Background: an optimization exercise with open tools, aiming at small area, a short achievable clock period and few clock cycles per item. Do not read the settings as production practice.
At most, simulation tests tie the RTL to the original design; equivalence was not proved.

Design cordic_core, start of the top module:
module cordic_core (
    input  wire        clk,
    input  wire        rst,
    input  wire        start,
    input  wire [15:0] angle,
    output wire [15:0] sin_out,
    output wire [15:0] cos_out,
    output reg         busy
);
clock: 5.0 ns
lec_check: 0
abc_area: 1
cap_margin: 20
core_margin: 2
core_utilization: 40
cts_buf_list: sky130_fd_sc_hd__clkbuf_8
setup_slack_margin: 1.5
slew_margin: 20
tns_end_percent: 5
standard.sh (not shown) runs the stock make flow with config.mk's settings and CLKGATE_MAP_FILE= SYNTH_SCRIPT=/design/flow/synth_recipe.tcl, a recipe that flattens the netlist after the stock synthesis.
==> flow/flow/run.sh <==
#!/bin/bash
set -o pipefail
export BUFFER_PORTS_ARGS="-buffer_cell sky130_fd_sc_hd__buf_1"
cat standard.sh > standard.sh.copy.log
bash standard.sh > standard.log 2>&1
Testbench counts at the start, summed over its fixed seeds: cycles 62,408, items 4,800.
Next try:
- GPL_TIMING_DRIVEN: not set -> 1
- TNS_END_PERCENT: 5 -> not set
After rerunning: The changed run finished with timing, DRC and antenna clean; final area climbs by 1.7%; hold slack barely changes.
Next try:
--- a/flow/flow/run.sh
+++ b/flow/flow/run.sh
@@ -3,0 +4 @@
+export RECOVER_POWER=100
- GPL_TIMING_DRIVEN: 1 -> not set
Effect: The changed run passed the timing, DRC and antenna checks; synthesized area stays the same; first-iteration DRC count climbs by 2.4%; setup slack gets worse by 660 ps; cell area decreases by 0.59%; via count barely changes.


Starting RTL as in the previous note.
==> flow/config.mk <==
export PLATFORM = sky130hd
export DESIGN_NAME = cordic_core
export DESIGN_NICKNAME = cordic_core
export VERILOG_FILES = /design/flow/design.v
export SDC_FILE = /design/flow/constraint.sdc
export NUM_CORES = 4
export LEC_CHECK = 0
export ABC_AREA = 1
export CAP_MARGIN = 20
export CORE_MARGIN = 2
export CORE_UTILIZATION = 40
export CTS_BUF_LIST = sky130_fd_sc_hd__clkbuf_8
export SETUP_SLACK_MARGIN = 1.75
export SLEW_MARGIN = 20
==> flow/constraint.sdc <==
create_clock -name core_clock -period 5.0 [get_ports {clk}]
set_input_delay 1.0000 -clock core_clock [delete_from_list [all_inputs] [get_ports {clk}]]
set_output_delay 1.0000 -clock core_clock [all_outputs]
set_load 0.01 [all_outputs]
==> flow/flow/run.sh <==
#!/bin/bash
set -o pipefail
export BUFFER_PORTS_ARGS="-buffer_cell sky130_fd_sc_hd__buf_1"
cat standard.sh > standard.sh.copy.log
bash standard.sh > standard.log 2>&1
Testbench counts at the start, summed over its fixed seeds: cycles 62,408, items 4,800.
Edit:
Settings changed: CORE_UTILIZATION 40 to 50, SETUP_SLACK_MARGIN 1.75 to 1.5.
Cell area fell by 5.5%.
Count of clock-buffer cells in the layout decreases by 1.
Routed wire length came out higher by 0.59%.
Edit:
Settings changed: CORE_UTILIZATION 50 to 30.
What happened: Wire length goes down by about 1%. Utilization shrinks by 23 points. Sequential share of layout area drops by 0.36 points. Cell area climbs by 1.6%. Hold slack improved by 0.022 ns. Maximum frequency went down by about 0.7%. Die area increases by about 64%. Worst setup slack got worse by 0.022 ns. Clock skew is about the same.
Edit:
Settings changed: CORE_UTILIZATION 30 to 40.
Global-route usage rose by 5.6 points.
Sequential share of layout area rose by 0.58 points.
Count of clock-buffer cells in the layout does not change.
Area after synthesis is unchanged.
Maximum frequency stays flat.
Cell area fell by 3.1%.
First-iteration DRC count fell by 13%.
Setup slack is better by 0.0040 ns.
Via count rose by 1.1%.


cordic_core, a different RTL version from the one above (not shown whole).
Size in the first run: ~63 flip-flops, roughly 52 I/O pins, about 6000 µm² of cells after synthesis.
## cordic_core
module cordic_core (
    input  wire        clk,
    input  wire        rst,
    input  wire        start,
    input  wire [15:0] angle,
    output wire [15:0] sin_out,
    output wire [15:0] cos_out,
    output reg         busy
);
clock: 5.0 ns
lec_check: 0
cap_margin: 20
core_margin: 2
core_utilization: 40
slew_margin: 20
run.sh (not shown) runs the stock make flow with config.mk's settings and CLKGATE_MAP_FILE= SYNTH_SCRIPT=/design/flow/synth_recipe.tcl, a recipe that flattens the netlist after the stock synthesis.
Stock flow here: none of the scripts above is used.
The starting point ran to the end with no violations.
==> next run, changes <==
==> flow/flow/run.sh (new file) <==
#!/bin/bash
set -o pipefail
export BUFFER_PORTS_ARGS="-buffer_cell sky130_fd_sc_hd__buf_1"
cat standard.sh > standard.sh.copy.log
bash standard.sh > standard.log 2>&1
==> flow/standard.sh (new file) <==
#!/bin/bash
# synth_recipe.tcl (not shown) runs the flow's synth.tcl, then flattens the netlist and writes it again
# the make line also repeats each setting of config.mk as NAME=value (left out here)
make -C /OpenROAD-flow-scripts/flow DESIGN_CONFIG=/design/flow/config.mk WORK_HOME=/design/flow/orfs CLKGATE_MAP_FILE= SYNTH_SCRIPT=/design/flow/synth_recipe.tcl "${@:-finish}"
- ABC_AREA: default -> 1
- CTS_BUF_LIST: default -> sky130_fd_sc_hd__clkbuf_8
- SETUP_SLACK_MARGIN: default -> 1.5
removed: flow/run.sh
After rerunning: Clock skew hardly moves. Core utilization went down by 3.3 points. Fmax went up by 39%. Non-clock buffer count came out lower by 3. Hold slack got worse by 100 ps.
No run of this note included a check of the RTL's function; only the layout flow was run.


== job 1705 ==
cordic_core, a different RTL version from the one above (not shown whole).
Size in the first run: roughly 990 cells after synthesis, roughly 58 flip-flops, about 52 I/O pins, about 6100 sq um of cells after synthesis.
==> flow/config.mk <==
export PLATFORM = sky130hd
export DESIGN_NAME = cordic_core
export DESIGN_NICKNAME = cordic_core
export VERILOG_FILES = /design/flow/design.v
export SDC_FILE = /design/flow/constraint.sdc
export NUM_CORES = 4
export LEC_CHECK = 0
export ABC_AREA = 1
export CAP_MARGIN = 20
export CORE_MARGIN = 2
export CORE_UTILIZATION = 40
export CTS_BUF_LIST = sky130_fd_sc_hd__clkbuf_8
export SETUP_SLACK_MARGIN = 2.0
export SLEW_MARGIN = 20
==> flow/constraint.sdc <==
create_clock -name core_clock -period 5.0 [get_ports {clk}]
set_input_delay 1.0000 -clock core_clock [delete_from_list [all_inputs] [get_ports {clk}]]
set_output_delay 1.0000 -clock core_clock [all_outputs]
set_load 0.01 [all_outputs]
standard.sh (not shown) runs the stock make flow with config.mk's settings and CLKGATE_MAP_FILE= SYNTH_SCRIPT=/design/flow/synth_recipe.tcl, a recipe that flattens the netlist after the stock synthesis.
==> flow/flow/run.sh <==
#!/bin/bash
set -o pipefail
export BUFFER_PORTS_ARGS="-buffer_cell sky130_fd_sc_hd__buf_1"
cat standard.sh > standard.sh.copy.log
bash standard.sh > standard.log 2>&1
Job 1705 has completed all stages; timing, DRC and antenna checks passed.
Testbench counts of job 1705, summed over its fixed seeds: cycles 62,408, items 4,800.
The inputs of job 7892 differ from those of job 1705 as listed below.
- changing SETUP_SLACK_MARGIN from 2.0 to 1.0
### Flow results
- Going from job 1705 to job 7892, the count of buffers added by post-CTS timing repair for setup was found to have gone down by 29.
- Register fraction of the total cell area ends up lower on job 1705.
- Delta (job 7892 minus job 1705): share of cell area taken by muxes after synthesis neither gained nor lost much, design area went down.
- Critical-path cell with the highest stage delay: sky130_fd_sc_hd__edfxtp_1 -> job 1705, sky130_fd_sc_hd__dfxtp_2 -> job 7892
- The highest metal layer used by the detailed router comes out met5 in one run and met4 in the other, namely in job 1705 and job 7892 respectively.
--- input diff job 7892..job 4132 ---
- SETUP_SLACK_MARGIN: 1.0 -> 1.5
--- outcome ---
Diff job 7892 -> job 4132: clock-pin slew on the worst setup and hold paths has remained practically unchanged; first-pass GRT wire length barely changed; proportion of cell area occupied by multi-input gates did not really move.

==> static timing again, ports no longer ideal <==
How much do the figures lean on ideal ports? The routed layouts below were timed once more, with nothing changed but the port constraints.
Step 1: set_driving_cell puts a clkbuf_16 on clk and a buf_2 on each other input, an assumption about the parent block.
Step 2 moves the port delays by t, midway between the first and last clock arrival at a register: inputs arrive t later, outputs are due t later. That takes back most of the time a late clock gives input paths.
Slacks: ideal ports / drivers / drivers and shift; pairs: ideal ports / drivers.
run	t (ns)	setup WS [ns]	worst setup path after step 2	clock arrival spread, ns
the first run of note 1	0.405	1.517 / 1.523 / 1.126	input to register	0.009 / 0.009
the second run of note 1	0.405	1.687 / 1.687 / 1.416	input to register	0.010 / 0.010
the third run of note 1	0.404	1.031 / 1.031 / 1.031	register to register	0.010 / 0.009
the first run of note 2	0.406	1.751 / 1.751 / 1.499	input to register	0.011 / 0.012
the second run of note 2	0.408	1.705 / 1.705 / 1.358	input to register	0.011 / 0.010
the third run of note 2	0.410	1.683 / 1.683 / 1.397	input to register	0.012 / 0.012
the fourth run of note 2	0.405	1.687 / 1.687 / 1.416	input to register	0.010 / 0.010
the first run of note 3	0.381	0.413 / 0.413 / 0.130	input to register	0.007 / 0.007
the second run of note 3	0.402	1.690 / 1.707 / 1.305	input to register	0.006 / 0.006
job 1705	0.405	1.720 / 1.720 / 1.602	input to register	0.013 / 0.012
job 7892	0.392	1.449 / 1.449 / 1.193	input to register	0.011 / 0.011
job 4132	0.393	1.670 / 1.670 / 1.375	input to register	0.013 / 0.012
After both steps every run listed still meets setup and hold. The setup slack of the first run of note 1, which loses most, moves by +0.006 ns with the drivers and by -0.391 ns with both steps.
